From an optimization exercise on the open Yosys and OpenROAD flow, aimed at small area, a short achievable clock period and few clock cycles; shortcuts taken in it are not production practice. The RTL was checked by simulation tests, not by an equivalence proof against the original design. Power is estimated from default activity; no workload was simulated.

==> run a: inputs <==
==> flow/design.v <==
`timescale 1ns / 1ps
module mips(
    input clk,
    input rst,
    output [31:0] imem_addr,
    input [31:0] imem_rdata,
    output [31:0] dmem_addr,
    output [31:0] dmem_wdata,
    output dmem_we,
    input [31:0] dmem_rdata
    );
    reg  [29:0] pc;                      
    reg         e_wr;                    
    reg         e_load;                  
    reg         e_store;                 
    reg         e_br;                    
    reg         e_bne, e_pred;
    reg  [29:0] e_alt;                   
    reg  [4:0]  e_dst;
    reg  [31:0] e_a, e_rt;
    reg  [15:0] e_imm;
    reg         e_immhi;                 
    reg         e_fa, e_fb;              
    reg         e_bimm, e_bfwd, e_breg;  
    reg         e_sub, e_uns;
    reg         e_radd, e_rslt, e_rlog, e_rsh;
    reg  [1:0]  e_lop;                   
    reg         e_shv, e_shr, e_sha;
    reg         m_wr, m_load, m_we;
    reg  [4:0]  m_dst;
    reg  [31:0] m_res, m_sd;
    wire [31:0] m_wdata = m_load ? dmem_rdata : m_res;
    wire [31:0] rfv [0:31];
    assign rfv[0] = 32'd0;
    genvar gi;
    generate
        for (gi = 1; gi < 32; gi = gi + 1) begin : g_rf
            reg [31:0] q;
            always @(posedge clk)
                if (m_wr && m_dst == gi) q <= m_wdata;
            assign rfv[gi] = q;
        end
    endgenerate
    wire [31:0] ins = imem_rdata;
    wire [5:0]  op  = ins[31:26];
    wire [5:0]  fn  = ins[5:0];
    wire [4:0]  rs  = ins[25:21];
    wire [4:0]  rt  = ins[20:16];
    wire [4:0]  rd  = ins[15:11];
    wire i_r   = ~op[5] & ~op[3] & ~op[2] & ~op[1];    
    wire i_j   = ~op[5] & ~op[3] & ~op[2] &  op[1];    
    wire i_br  = ~op[3] &  op[2];                      
    wire i_imm = ~op[5] &  op[3];                      
    wire i_lw  =  op[5] & ~op[3];                      
    wire i_sw  =  op[5] &  op[3];                      
    wire [4:0] dst = i_r ? rd : rt;
    wire wr    = (i_r | i_imm | i_lw) & (dst != 5'd0);
    wire use_rt = i_r | i_br | i_sw;
    wire stall = e_load & ((~i_j & (e_dst == rs)) | (use_rt & (e_dst == rt)));
    wire eq_f = (rs == rt);
    wire pred = i_br & ((eq_f ^ op[0]) | (ins[15] & ~(op[0] & eq_f)));
    wire [29:0] pc1 = pc + 30'd1;
    wire [16:0] bt_lo = {1'b0, pc1[15:0]} + {1'b0, ins[15:0]};
    wire [13:0] pc1_hp = pc1[29:16] + 14'd1;
    wire [13:0] pc1_hm = pc1[29:16] - 14'd1;
    wire [13:0] bt_hi = (bt_lo[16] ^ ins[15]) ? (ins[15] ? pc1_hm : pc1_hp) : pc1[29:16];
    wire [29:0] bt = {bt_hi, bt_lo[15:0]};
    wire [29:0] jt = {pc1[29:26], ins[25:0]};
    wire [31:0] va = (m_wr && m_dst == rs) ? m_wdata : rfv[rs];
    wire [31:0] vb = (m_wr && m_dst == rt) ? m_wdata : rfv[rt];
    wire [31:0] a    = e_fa ? m_res : e_a;
    wire [31:0] rtv  = e_fb ? m_res : e_rt;
    wire [31:0] immx = {{16{e_immhi}}, e_imm};
    wire [31:0] b    = ({32{e_bimm}} & immx) | ({32{e_bfwd}} & m_res) | ({32{e_breg}} & e_rt);
    wire [33:0] s2  = {1'b0, a, 1'b1} + {1'b0, b ^ {32{e_sub}}, e_sub};
    wire [31:0] sum = s2[32:1];
    wire lt = e_uns ? ~s2[33] : ((a[31] ^ b[31]) ? a[31] : sum[31]);
    wire [31:0] lres = (e_lop == 2'd0) ? (a & b) :
                       (e_lop == 2'd1) ? (a | b) :
                       (e_lop == 2'd2) ? (a ^ b) : ~(a | b);
    wire [4:0]  sh = e_shv ? a[4:0] : e_imm[10:6];
    wire [31:0] b_rev, sr_rev;
    wire [31:0] sin = e_shr ? b : b_rev;
    wire        fill = e_sha & b[31];
    wire [31:0] sr0 = sh[0] ? {fill, sin[31:1]} : sin;
    wire [31:0] sr1 = sh[1] ? {{2{fill}}, sr0[31:2]} : sr0;
    wire [31:0] sr2 = sh[2] ? {{4{fill}}, sr1[31:4]} : sr1;
    wire [31:0] sr3 = sh[3] ? {{8{fill}}, sr2[31:8]} : sr2;
    wire [31:0] sr  = sh[4] ? {{16{fill}}, sr3[31:16]} : sr3;
    wire [31:0] shres = e_shr ? sr : sr_rev;
    generate
        for (gi = 0; gi < 32; gi = gi + 1) begin : g_rev
            assign b_rev[gi]  = b[31 - gi];
            assign sr_rev[gi] = sr[31 - gi];
        end
    endgenerate
    wire [31:0] res = ({32{e_radd}} & sum) |
                      ({32{e_rlog}} & lres) |
                      ({32{e_rsh}}  & shres) |
                      {31'd0, e_rslt & lt};
    wire taken = (a == rtv) ^ e_bne;
    wire mispredict = e_br & (taken ^ e_pred);
    wire go = ~mispredict & ~stall;      
    always @(posedge clk) begin
        if (!rst)
            pc <= 30'd0;
        else if (mispredict)
            pc <= e_alt;
        else if (!stall)
            pc <= i_j ? jt : (pred ? bt : pc1);
    end
    always @(posedge clk) begin
        if (!rst) begin
            e_wr    <= 1'b0;
            e_load  <= 1'b0;
            e_store <= 1'b0;
            e_br    <= 1'b0;
        end else begin
            e_wr    <= go & wr;
            e_load  <= go & wr & i_lw;
            e_store <= go & i_sw;
            e_br    <= go & i_br;
        end
        e_bne   <= op[0];
        e_pred  <= pred;
        e_alt   <= pred ? pc1 : bt;
        e_dst   <= dst;
        e_a     <= va;
        e_rt    <= vb;
        e_imm   <= ins[15:0];
        e_immhi <= ins[15] & ~(i_imm & op[2]);          
        e_fa    <= e_wr & (e_dst == rs);
        e_fb    <= e_wr & (e_dst == rt);
        e_bimm  <= i_imm | op[5];
        e_bfwd  <= ~(i_imm | op[5]) & e_wr & (e_dst == rt);
        e_breg  <= ~(i_imm | op[5]) & ~(e_wr & (e_dst == rt));
        e_sub   <= i_r ? fn[1] : (~op[5] & op[1]);
        e_uns   <= i_r ? fn[0] : op[0];
        e_radd  <= i_r ? (fn[5] & ~fn[3] & ~fn[2]) : (op[5] | (~op[2] & ~op[1]));
        e_rslt  <= i_r ? (fn[5] & fn[3]) : (~op[5] & ~op[2] & op[1]);
        e_rlog  <= i_r ? (fn[5] & ~fn[3] & fn[2]) : (~op[5] & op[2]);
        e_rsh   <= i_r & ~fn[5];
        e_lop   <= i_r ? fn[1:0] : op[1:0];
        e_shv   <= fn[2];
        e_shr   <= fn[1];
        e_sha   <= fn[0];
    end
    always @(posedge clk) begin
        if (!rst) begin
            m_wr   <= 1'b0;
            m_load <= 1'b0;
            m_we   <= 1'b0;
        end else begin
            m_wr   <= e_wr;
            m_load <= e_load;
            m_we   <= e_store;
        end
        m_dst <= e_dst;
        m_res <= res;
        m_sd  <= rtv;
    end
    assign imem_addr  = {pc, 2'b00};
    assign dmem_addr  = m_res;
    assign dmem_wdata = m_sd;
    assign dmem_we    = m_we;
endmodule
==> flow/run.sh <==
#!/bin/bash
# synth_recipe.tcl (not shown) runs the flow's synth.tcl, then flattens the netlist and writes it again
# the make line also repeats each setting of config.mk as NAME=value (left out here)
make -C /OpenROAD-flow-scripts/flow DESIGN_CONFIG=/design/flow/config.mk WORK_HOME=/design/flow/orfs CLKGATE_MAP_FILE= SYNTH_SCRIPT=/design/flow/synth_recipe.tcl finish
==> flow/config.mk <==
export PLATFORM = sky130hd
export DESIGN_NAME = mips
export DESIGN_NICKNAME = mips
export VERILOG_FILES = /design/flow/design.v
export SDC_FILE = /design/flow/constraint.sdc
export NUM_CORES = 4
export LEC_CHECK = 0
export CAP_MARGIN = 20
export CORE_MARGIN = 2
export CORE_UTILIZATION = 40
export PLACE_DENSITY = 0.6
export SLEW_MARGIN = 20
==> flow/constraint.sdc <==
create_clock -name core_clock -period 7.0 [get_ports {clk}]
set_input_delay 1.4000 -clock core_clock [delete_from_list [all_inputs] [get_ports {clk}]]
set_output_delay 1.4000 -clock core_clock [all_outputs]
set_load 0.01 [all_outputs]
==> inputs of run b, as changes to run a <==
--- a/flow/design.v
+++ b/flow/design.v
@@ -18,14 +18,15 @@
     reg  [29:0] e_alt;                   
     reg  [4:0]  e_dst;
     reg  [31:0] e_a, e_rt;
-    reg  [15:0] e_imm;
-    reg         e_immhi;                 
     reg         e_fa, e_fb;              
-    reg         e_bimm, e_bfwd, e_breg;  
+    reg  [31:0] e_bx;                    
+    reg         e_bs_rev, e_bs_inv, e_bs_fwd, e_bs_reg;  
     reg         e_sub, e_uns;
-    reg         e_radd, e_rslt, e_rlog, e_rsh;
+    reg         e_radd, e_rslt, e_rlog;
     reg  [1:0]  e_lop;                   
-    reg         e_shv, e_shr, e_sha;
+    reg         e_rshr, e_rshl, e_sha;
+    reg  [4:0]  e_shamt;                 
+    reg         e_ss_fwd, e_ss_reg, e_ss_imm;  
     reg         m_wr, m_load, m_we;
     reg  [4:0]  m_dst;
     reg  [31:0] m_res, m_sd;
@@ -60,46 +61,59 @@
     wire eq_f = (rs == rt);
     wire pred = i_br & ((eq_f ^ op[0]) | (ins[15] & ~(op[0] & eq_f)));
     wire [29:0] pc1 = pc + 30'd1;
-    wire [16:0] bt_lo = {1'b0, pc1[15:0]} + {1'b0, ins[15:0]};
-    wire [13:0] pc1_hp = pc1[29:16] + 14'd1;
-    wire [13:0] pc1_hm = pc1[29:16] - 14'd1;
-    wire [13:0] bt_hi = (bt_lo[16] ^ ins[15]) ? (ins[15] ? pc1_hm : pc1_hp) : pc1[29:16];
-    wire [29:0] bt = {bt_hi, bt_lo[15:0]};
+    wire [17:0] bt_lo = {1'b0, pc[15:0], 1'b1} + {1'b0, ins[15:0], 1'b1};
+    wire [13:0] pc_hp = pc[29:16] + 14'd1;
+    wire [13:0] pc_hm = pc[29:16] - 14'd1;
+    wire [13:0] bt_hi = (bt_lo[17] ^ ins[15]) ? (ins[15] ? pc_hm : pc_hp) : pc[29:16];
+    wire [29:0] bt = {bt_hi, bt_lo[16:1]};
     wire [29:0] jt = {pc1[29:26], ins[25:0]};
+    wire use_imm = i_imm | op[5];
+    wire [31:0] immx = {{16{ins[15] & ~(i_imm & op[2])}}, ins[15:0]};
+    wire sub = i_r ? (fn[5] & fn[1] & ~fn[2]) : (~op[5] & op[1] & ~op[2]);
+    wire shl  = i_r & ~fn[5] & ~fn[1];                   
+    wire b_inv = ~use_imm & sub;                         
+    wire b_pos = ~use_imm & ~sub & ~shl;                 
+    wire bfwd = ~use_imm & e_wr & (e_dst == rt);         
     wire [31:0] va = (m_wr && m_dst == rs) ? m_wdata : rfv[rs];
     wire [31:0] vb = (m_wr && m_dst == rt) ? m_wdata : rfv[rt];
     wire [31:0] a    = e_fa ? m_res : e_a;
     wire [31:0] rtv  = e_fb ? m_res : e_rt;
-    wire [31:0] immx = {{16{e_immhi}}, e_imm};
-    wire [31:0] b    = ({32{e_bimm}} & immx) | ({32{e_bfwd}} & m_res) | ({32{e_breg}} & e_rt);
-    wire [33:0] s2  = {1'b0, a, 1'b1} + {1'b0, b ^ {32{e_sub}}, e_sub};
+    wire [31:0] m_rev;
+    wire [31:0] bx   = ({32{e_bs_rev}} & m_rev) | ({32{e_bs_inv}} & ~m_res) |
+                       ({32{e_bs_fwd}} & m_res) | ({32{e_bs_reg}} & e_bx);
+    wire [31:0] b    = bx;               
+    wire [33:0] s2  = {1'b0, a, 1'b1} + {1'b0, bx, e_sub};
     wire [31:0] sum = s2[32:1];
-    wire lt = e_uns ? ~s2[33] : ((a[31] ^ b[31]) ? a[31] : sum[31]);
+    wire lt = e_uns ? ~s2[33] : ((a[31] ^ ~bx[31]) ? a[31] : sum[31]);
     wire [31:0] lres = (e_lop == 2'd0) ? (a & b) :
                        (e_lop == 2'd1) ? (a | b) :
                        (e_lop == 2'd2) ? (a ^ b) : ~(a | b);
-    wire [4:0]  sh = e_shv ? a[4:0] : e_imm[10:6];
-    wire [31:0] b_rev, sr_rev;
-    wire [31:0] sin = e_shr ? b : b_rev;
-    wire        fill = e_sha & b[31];
-    wire [31:0] sr0 = sh[0] ? {fill, sin[31:1]} : sin;
+    wire [4:0]  sh = ({5{e_ss_fwd}} & m_res[4:0]) | ({5{e_ss_reg}} & e_a[4:0]) |
+                     ({5{e_ss_imm}} & e_shamt);
+    wire        fill = e_sha & bx[31];
+    wire [31:0] sr0 = sh[0] ? {fill, bx[31:1]} : bx;
     wire [31:0] sr1 = sh[1] ? {{2{fill}}, sr0[31:2]} : sr0;
     wire [31:0] sr2 = sh[2] ? {{4{fill}}, sr1[31:4]} : sr1;
     wire [31:0] sr3 = sh[3] ? {{8{fill}}, sr2[31:8]} : sr2;
     wire [31:0] sr  = sh[4] ? {{16{fill}}, sr3[31:16]} : sr3;
-    wire [31:0] shres = e_shr ? sr : sr_rev;
+    wire [31:0] sr_rev, vb_rev;
     generate
         for (gi = 0; gi < 32; gi = gi + 1) begin : g_rev
-            assign b_rev[gi]  = b[31 - gi];
+            assign m_rev[gi]  = m_res[31 - gi];
             assign sr_rev[gi] = sr[31 - gi];
+            assign vb_rev[gi] = vb[31 - gi];
         end
     endgenerate
     wire [31:0] res = ({32{e_radd}} & sum) |
                       ({32{e_rlog}} & lres) |
-                      ({32{e_rsh}}  & shres) |
+                      ({32{e_rshr}} & sr) |
+                      ({32{e_rshl}} & sr_rev) |
                       {31'd0, e_rslt & lt};
-    wire taken = (a == rtv) ^ e_bne;
-    wire mispredict = e_br & (taken ^ e_pred);
+    wire eq_rr = (e_a == e_rt);
+    wire eq_fr = (m_res == e_rt);
+    wire eq_rf = (e_a == m_res);
+    wire eq = e_fa ? (e_fb ? 1'b1 : eq_fr) : (e_fb ? eq_rf : eq_rr);
+    wire mispredict = e_br & (eq ^ e_bne ^ e_pred);
     wire go = ~mispredict & ~stall;      
     always @(posedge clk) begin
         if (!rst)
@@ -127,22 +141,26 @@
         e_dst   <= dst;
         e_a     <= va;
         e_rt    <= vb;
-        e_imm   <= ins[15:0];
-        e_immhi <= ins[15] & ~(i_imm & op[2]);          
         e_fa    <= e_wr & (e_dst == rs);
         e_fb    <= e_wr & (e_dst == rt);
-        e_bimm  <= i_imm | op[5];
-        e_bfwd  <= ~(i_imm | op[5]) & e_wr & (e_dst == rt);
-        e_breg  <= ~(i_imm | op[5]) & ~(e_wr & (e_dst == rt));
-        e_sub   <= i_r ? fn[1] : (~op[5] & op[1]);
+        e_bs_rev <= bfwd & shl;
+        e_bs_inv <= bfwd & sub;
+        e_bs_fwd <= bfwd & ~shl & ~sub;
+        e_bs_reg <= ~bfwd;
+        e_bx    <= ({32{shl}} & vb_rev) | ({32{b_inv}} & ~vb) | ({32{b_pos}} & vb) |
+                   ({32{use_imm}} & (immx ^ {32{sub}}));
+        e_sub   <= sub;
         e_uns   <= i_r ? fn[0] : op[0];
         e_radd  <= i_r ? (fn[5] & ~fn[3] & ~fn[2]) : (op[5] | (~op[2] & ~op[1]));
         e_rslt  <= i_r ? (fn[5] & fn[3]) : (~op[5] & ~op[2] & op[1]);
         e_rlog  <= i_r ? (fn[5] & ~fn[3] & fn[2]) : (~op[5] & op[2]);
-        e_rsh   <= i_r & ~fn[5];
+        e_rshr  <= i_r & ~fn[5] & fn[1];
+        e_rshl  <= i_r & ~fn[5] & ~fn[1];
+        e_shamt  <= ins[10:6];
+        e_ss_fwd <= fn[2] & e_wr & (e_dst == rs);
+        e_ss_reg <= fn[2] & ~(e_wr & (e_dst == rs));
+        e_ss_imm <= ~fn[2];
         e_lop   <= i_r ? fn[1:0] : op[1:0];
-        e_shv   <= fn[2];
-        e_shr   <= fn[1];
         e_sha   <= fn[0];
     end
     always @(posedge clk) begin
==> flow/flow/run.sh (new file) <==
#!/bin/bash
# Layout flow: the standard flow (standard.sh) with two settings added on
# the make command line:
#  - ADDER_MAP_FILE is emptied, so Yosys leaves the adders to abc as plain
#    gates instead of mapping them to the slow ha/fa cells;
#  - the port buffers are buf_4 cells instead of the delay buffer that
#    buffer_ports picks by default.
# Make's output goes to standard_run.log here; ORFS keeps each tool's log
# under orfs/logs.
set -e
cp standard.sh standard_sh_copy.log
bash standard.sh ADDER_MAP_FILE= \
    "BUFFER_PORTS_ARGS=-buffer_cell sky130_fd_sc_hd__buf_4" \
    finish > standard_run.log 2>&1
==> flow/standard.sh (new file) <==
#!/bin/bash
# synth_recipe.tcl (not shown) runs the flow's synth.tcl, then flattens the netlist and writes it again
# the make line also repeats each setting of config.mk as NAME=value (left out here)
make -C /OpenROAD-flow-scripts/flow DESIGN_CONFIG=/design/flow/config.mk WORK_HOME=/design/flow/orfs CLKGATE_MAP_FILE= SYNTH_SCRIPT=/design/flow/synth_recipe.tcl "${@:-finish}"
Settings changed: CORE_UTILIZATION 40 to 50, PLACE_DENSITY 0.6 to 0.65, SETUP_SLACK_MARGIN from default to 3.5.
removed: flow/run.sh
==> inputs of run c, as changes to run a <==
--- a/flow/design.v
+++ b/flow/design.v
@@ -18,14 +18,15 @@
     reg  [29:0] e_alt;                   
     reg  [4:0]  e_dst;
     reg  [31:0] e_a, e_rt;
-    reg  [15:0] e_imm;
-    reg         e_immhi;                 
     reg         e_fa, e_fb;              
-    reg         e_bimm, e_bfwd, e_breg;  
+    reg  [31:0] e_bx;                    
+    reg         e_bfwd;                  
     reg         e_sub, e_uns;
-    reg         e_radd, e_rslt, e_rlog, e_rsh;
+    reg         e_radd, e_rslt, e_rlog;
     reg  [1:0]  e_lop;                   
-    reg         e_shv, e_shr, e_sha;
+    reg         e_rshr, e_rshl, e_shl, e_sha;
+    reg  [4:0]  e_sh;                    
+    reg         e_shfa;                  
     reg         m_wr, m_load, m_we;
     reg  [4:0]  m_dst;
     reg  [31:0] m_res, m_sd;
@@ -60,43 +61,48 @@
     wire eq_f = (rs == rt);
     wire pred = i_br & ((eq_f ^ op[0]) | (ins[15] & ~(op[0] & eq_f)));
     wire [29:0] pc1 = pc + 30'd1;
-    wire [16:0] bt_lo = {1'b0, pc1[15:0]} + {1'b0, ins[15:0]};
-    wire [13:0] pc1_hp = pc1[29:16] + 14'd1;
-    wire [13:0] pc1_hm = pc1[29:16] - 14'd1;
-    wire [13:0] bt_hi = (bt_lo[16] ^ ins[15]) ? (ins[15] ? pc1_hm : pc1_hp) : pc1[29:16];
-    wire [29:0] bt = {bt_hi, bt_lo[15:0]};
+    wire [17:0] bt_lo = {1'b0, pc[15:0], 1'b1} + {1'b0, ins[15:0], 1'b1};
+    wire [13:0] pc_hp = pc[29:16] + 14'd1;
+    wire [13:0] pc_hm = pc[29:16] - 14'd1;
+    wire [13:0] bt_hi = (bt_lo[17] ^ ins[15]) ? (ins[15] ? pc_hm : pc_hp) : pc[29:16];
+    wire [29:0] bt = {bt_hi, bt_lo[16:1]};
     wire [29:0] jt = {pc1[29:26], ins[25:0]};
+    wire use_imm = i_imm | op[5];
+    wire [31:0] immx = {{16{ins[15] & ~(i_imm & op[2])}}, ins[15:0]};
+    wire sub = i_r ? (fn[5] & fn[1] & ~fn[2]) : (~op[5] & op[1] & ~op[2]);
     wire [31:0] va = (m_wr && m_dst == rs) ? m_wdata : rfv[rs];
     wire [31:0] vb = (m_wr && m_dst == rt) ? m_wdata : rfv[rt];
     wire [31:0] a    = e_fa ? m_res : e_a;
     wire [31:0] rtv  = e_fb ? m_res : e_rt;
-    wire [31:0] immx = {{16{e_immhi}}, e_imm};
-    wire [31:0] b    = ({32{e_bimm}} & immx) | ({32{e_bfwd}} & m_res) | ({32{e_breg}} & e_rt);
-    wire [33:0] s2  = {1'b0, a, 1'b1} + {1'b0, b ^ {32{e_sub}}, e_sub};
+    wire [31:0] m_rev;
+    wire [31:0] bfw  = e_shl ? m_rev : (m_res ^ {32{e_sub}});
+    wire [31:0] bx   = e_bfwd ? bfw : e_bx;
+    wire [31:0] b    = bx;               
+    wire [33:0] s2  = {1'b0, a, 1'b1} + {1'b0, bx, e_sub};
     wire [31:0] sum = s2[32:1];
-    wire lt = e_uns ? ~s2[33] : ((a[31] ^ b[31]) ? a[31] : sum[31]);
+    wire lt = e_uns ? ~s2[33] : ((a[31] ^ ~bx[31]) ? a[31] : sum[31]);
     wire [31:0] lres = (e_lop == 2'd0) ? (a & b) :
                        (e_lop == 2'd1) ? (a | b) :
                        (e_lop == 2'd2) ? (a ^ b) : ~(a | b);
-    wire [4:0]  sh = e_shv ? a[4:0] : e_imm[10:6];
-    wire [31:0] b_rev, sr_rev;
-    wire [31:0] sin = e_shr ? b : b_rev;
-    wire        fill = e_sha & b[31];
-    wire [31:0] sr0 = sh[0] ? {fill, sin[31:1]} : sin;
+    wire [4:0]  sh = e_shfa ? m_res[4:0] : e_sh;
+    wire        fill = e_sha & bx[31];
+    wire [31:0] sr0 = sh[0] ? {fill, bx[31:1]} : bx;
     wire [31:0] sr1 = sh[1] ? {{2{fill}}, sr0[31:2]} : sr0;
     wire [31:0] sr2 = sh[2] ? {{4{fill}}, sr1[31:4]} : sr1;
     wire [31:0] sr3 = sh[3] ? {{8{fill}}, sr2[31:8]} : sr2;
     wire [31:0] sr  = sh[4] ? {{16{fill}}, sr3[31:16]} : sr3;
-    wire [31:0] shres = e_shr ? sr : sr_rev;
+    wire [31:0] sr_rev, vb_rev;
     generate
         for (gi = 0; gi < 32; gi = gi + 1) begin : g_rev
-            assign b_rev[gi]  = b[31 - gi];
+            assign m_rev[gi]  = m_res[31 - gi];
             assign sr_rev[gi] = sr[31 - gi];
+            assign vb_rev[gi] = vb[31 - gi];
         end
     endgenerate
     wire [31:0] res = ({32{e_radd}} & sum) |
                       ({32{e_rlog}} & lres) |
-                      ({32{e_rsh}}  & shres) |
+                      ({32{e_rshr}} & sr) |
+                      ({32{e_rshl}} & sr_rev) |
                       {31'd0, e_rslt & lt};
     wire taken = (a == rtv) ^ e_bne;
     wire mispredict = e_br & (taken ^ e_pred);
@@ -127,22 +133,21 @@
         e_dst   <= dst;
         e_a     <= va;
         e_rt    <= vb;
-        e_imm   <= ins[15:0];
-        e_immhi <= ins[15] & ~(i_imm & op[2]);          
         e_fa    <= e_wr & (e_dst == rs);
         e_fb    <= e_wr & (e_dst == rt);
-        e_bimm  <= i_imm | op[5];
-        e_bfwd  <= ~(i_imm | op[5]) & e_wr & (e_dst == rt);
-        e_breg  <= ~(i_imm | op[5]) & ~(e_wr & (e_dst == rt));
-        e_sub   <= i_r ? fn[1] : (~op[5] & op[1]);
+        e_bfwd  <= ~use_imm & e_wr & (e_dst == rt);
+        e_bx    <= (i_r & ~fn[5] & ~fn[1]) ? vb_rev : ((use_imm ? immx : vb) ^ {32{sub}});
+        e_sub   <= sub;
         e_uns   <= i_r ? fn[0] : op[0];
         e_radd  <= i_r ? (fn[5] & ~fn[3] & ~fn[2]) : (op[5] | (~op[2] & ~op[1]));
         e_rslt  <= i_r ? (fn[5] & fn[3]) : (~op[5] & ~op[2] & op[1]);
         e_rlog  <= i_r ? (fn[5] & ~fn[3] & fn[2]) : (~op[5] & op[2]);
-        e_rsh   <= i_r & ~fn[5];
+        e_rshr  <= i_r & ~fn[5] & fn[1];
+        e_rshl  <= i_r & ~fn[5] & ~fn[1];
+        e_shl   <= i_r & ~fn[5] & ~fn[1];
+        e_sh    <= fn[2] ? va[4:0] : ins[10:6];
+        e_shfa  <= fn[2] & e_wr & (e_dst == rs);
         e_lop   <= i_r ? fn[1:0] : op[1:0];
-        e_shv   <= fn[2];
-        e_shr   <= fn[1];
         e_sha   <= fn[0];
     end
     always @(posedge clk) begin
==> flow/flow/run.sh (new file) <==
#!/bin/bash
# Layout flow: the standard flow (standard.sh) with two settings added on
# the make command line:
#  - ADDER_MAP_FILE is emptied, so Yosys leaves the adders to abc as plain
#    gates instead of mapping them to the slow ha/fa cells;
#  - the port buffers are buf_4 cells instead of the delay buffer that
#    buffer_ports picks by default.
# Make's output goes to standard_run.log here; ORFS keeps each tool's log
# under orfs/logs.
set -e
cp standard.sh standard_sh_copy.log
bash standard.sh ADDER_MAP_FILE= \
    "BUFFER_PORTS_ARGS=-buffer_cell sky130_fd_sc_hd__buf_4" \
    finish > standard_run.log 2>&1
==> flow/standard.sh (new file) <==
#!/bin/bash
# synth_recipe.tcl (not shown) runs the flow's synth.tcl, then flattens the netlist and writes it again
# the make line also repeats each setting of config.mk as NAME=value (left out here)
make -C /OpenROAD-flow-scripts/flow DESIGN_CONFIG=/design/flow/config.mk WORK_HOME=/design/flow/orfs CLKGATE_MAP_FILE= SYNTH_SCRIPT=/design/flow/synth_recipe.tcl "${@:-finish}"
Settings changed: CORE_UTILIZATION 40 to 50, PLACE_DENSITY 0.6 to 0.65, SETUP_SLACK_MARGIN from default to 3.5.
removed: flow/run.sh
==> metrics.md <==
| Metric | Value |
|---|---|
| Seq_cells | 1228 |
| Status | no timing/DRC/antenna violations |
| Most frequent cells in the layout | 992 x edfxtp_1, 449 x a22oi_1, 253 x a221oi_1 |
| Hold Crit Endpoint | m_dst[4] |
| Post-CTS Setup Inserts | 0 |
| Clock buffers | 160 |
| Period minus WS final | 5.34 ns |
| Area occupied by multi-input gates | 24000 sq um |
the above is filed under run a

==> metrics.md <==
| Metric | Value |
|---|---|
| Max-cap violations | 0 |
| Clock buffers | 164 |
| DIE AREA | 124000 sq um |
| Period minus WS final | 3.69 ns |
| Status | no timing/DRC/antenna violations |
| Hold Crit Endpoint | m_dst[3] |
| Post-CTS Setup Inserts | 113 |
| Most frequent cells in the layout | 992 x edfxtp_1, 696 x a22oi_1, 422 x buf_4 |
| Clk latency of the worst-skew pair | 0.80 ns |
| Slowest stage delay, CP | 0.47 ns |
| Ratio of cells with drive above 1 in the final layout | 0.216 |
| Seq_cells | 1249 |
| CTS tree | done |
the above is filed under run c

==> metrics.md <==
| Metric | Value |
|---|---|
| Status | no timing/DRC/antenna violations |
| Area occupied by multi-input gates | 25400 sq um |
| Clk latency of the worst-skew pair | 0.81 ns |
| Period minus WS final | 3.67 ns |
| Most frequent cells in the layout | 992 x edfxtp_1, 504 x a22oi_1, 446 x buf_4 |
| Post-synthesis mux area share | 0.0429 |
| Clock buffers | 162 |
| WL met2 | 117000 um |
| Clock network power share | 0.349 |
| Unrepaired setup endpoints after global routing | true |
| Hold Crit Endpoint | m_dst[1] |
| Seq_cells | 1254 |
| Post-CTS Setup Inserts | 139 |
the above is filed under run b

Testbench counts of run a, summed over its fixed seeds: cycles 88,525.
Testbench counts of run b, summed over its fixed seeds: cycles 88,525.
Testbench counts of run c, summed over its fixed seeds: cycles 88,525.

port drivers added, routing unchanged:
The flow's constraints put no driver on any port. The routed layouts listed below were extracted and timed again, unchanged, in two steps.
Step 1: set_driving_cell puts a clkbuf_16 on clk and a buf_2 on each other input, an assumption about the parent block.
Step 2 adds t to the input delays and takes it off the output delays; t is the mean of the earliest and latest rising clock arrival at the registers after step 1. Input paths then give back, and output paths get back, about the clock's delay inside the block.
Three values: ideal ports, drivers, drivers and shift; two values: the first two.
| run | t, ns | slack for setup (ns) | worst register clock-pin slew, ns |
|---|---|---|---|
| run a | 0.863 | 1.658 / 1.658 / 1.103 | 0.07 / 0.07 |
| run b | 0.861 | 3.330 / 3.376 / 2.515 | 0.07 / 0.07 |
| run c | 0.855 | 3.305 / 3.305 / 2.495 | 0.07 / 0.07 |
After both steps every run listed still meets setup and hold. For run b, which loses most, drivers alone change the setup slack by +0.046 ns; drivers and shift together by -0.815 ns.
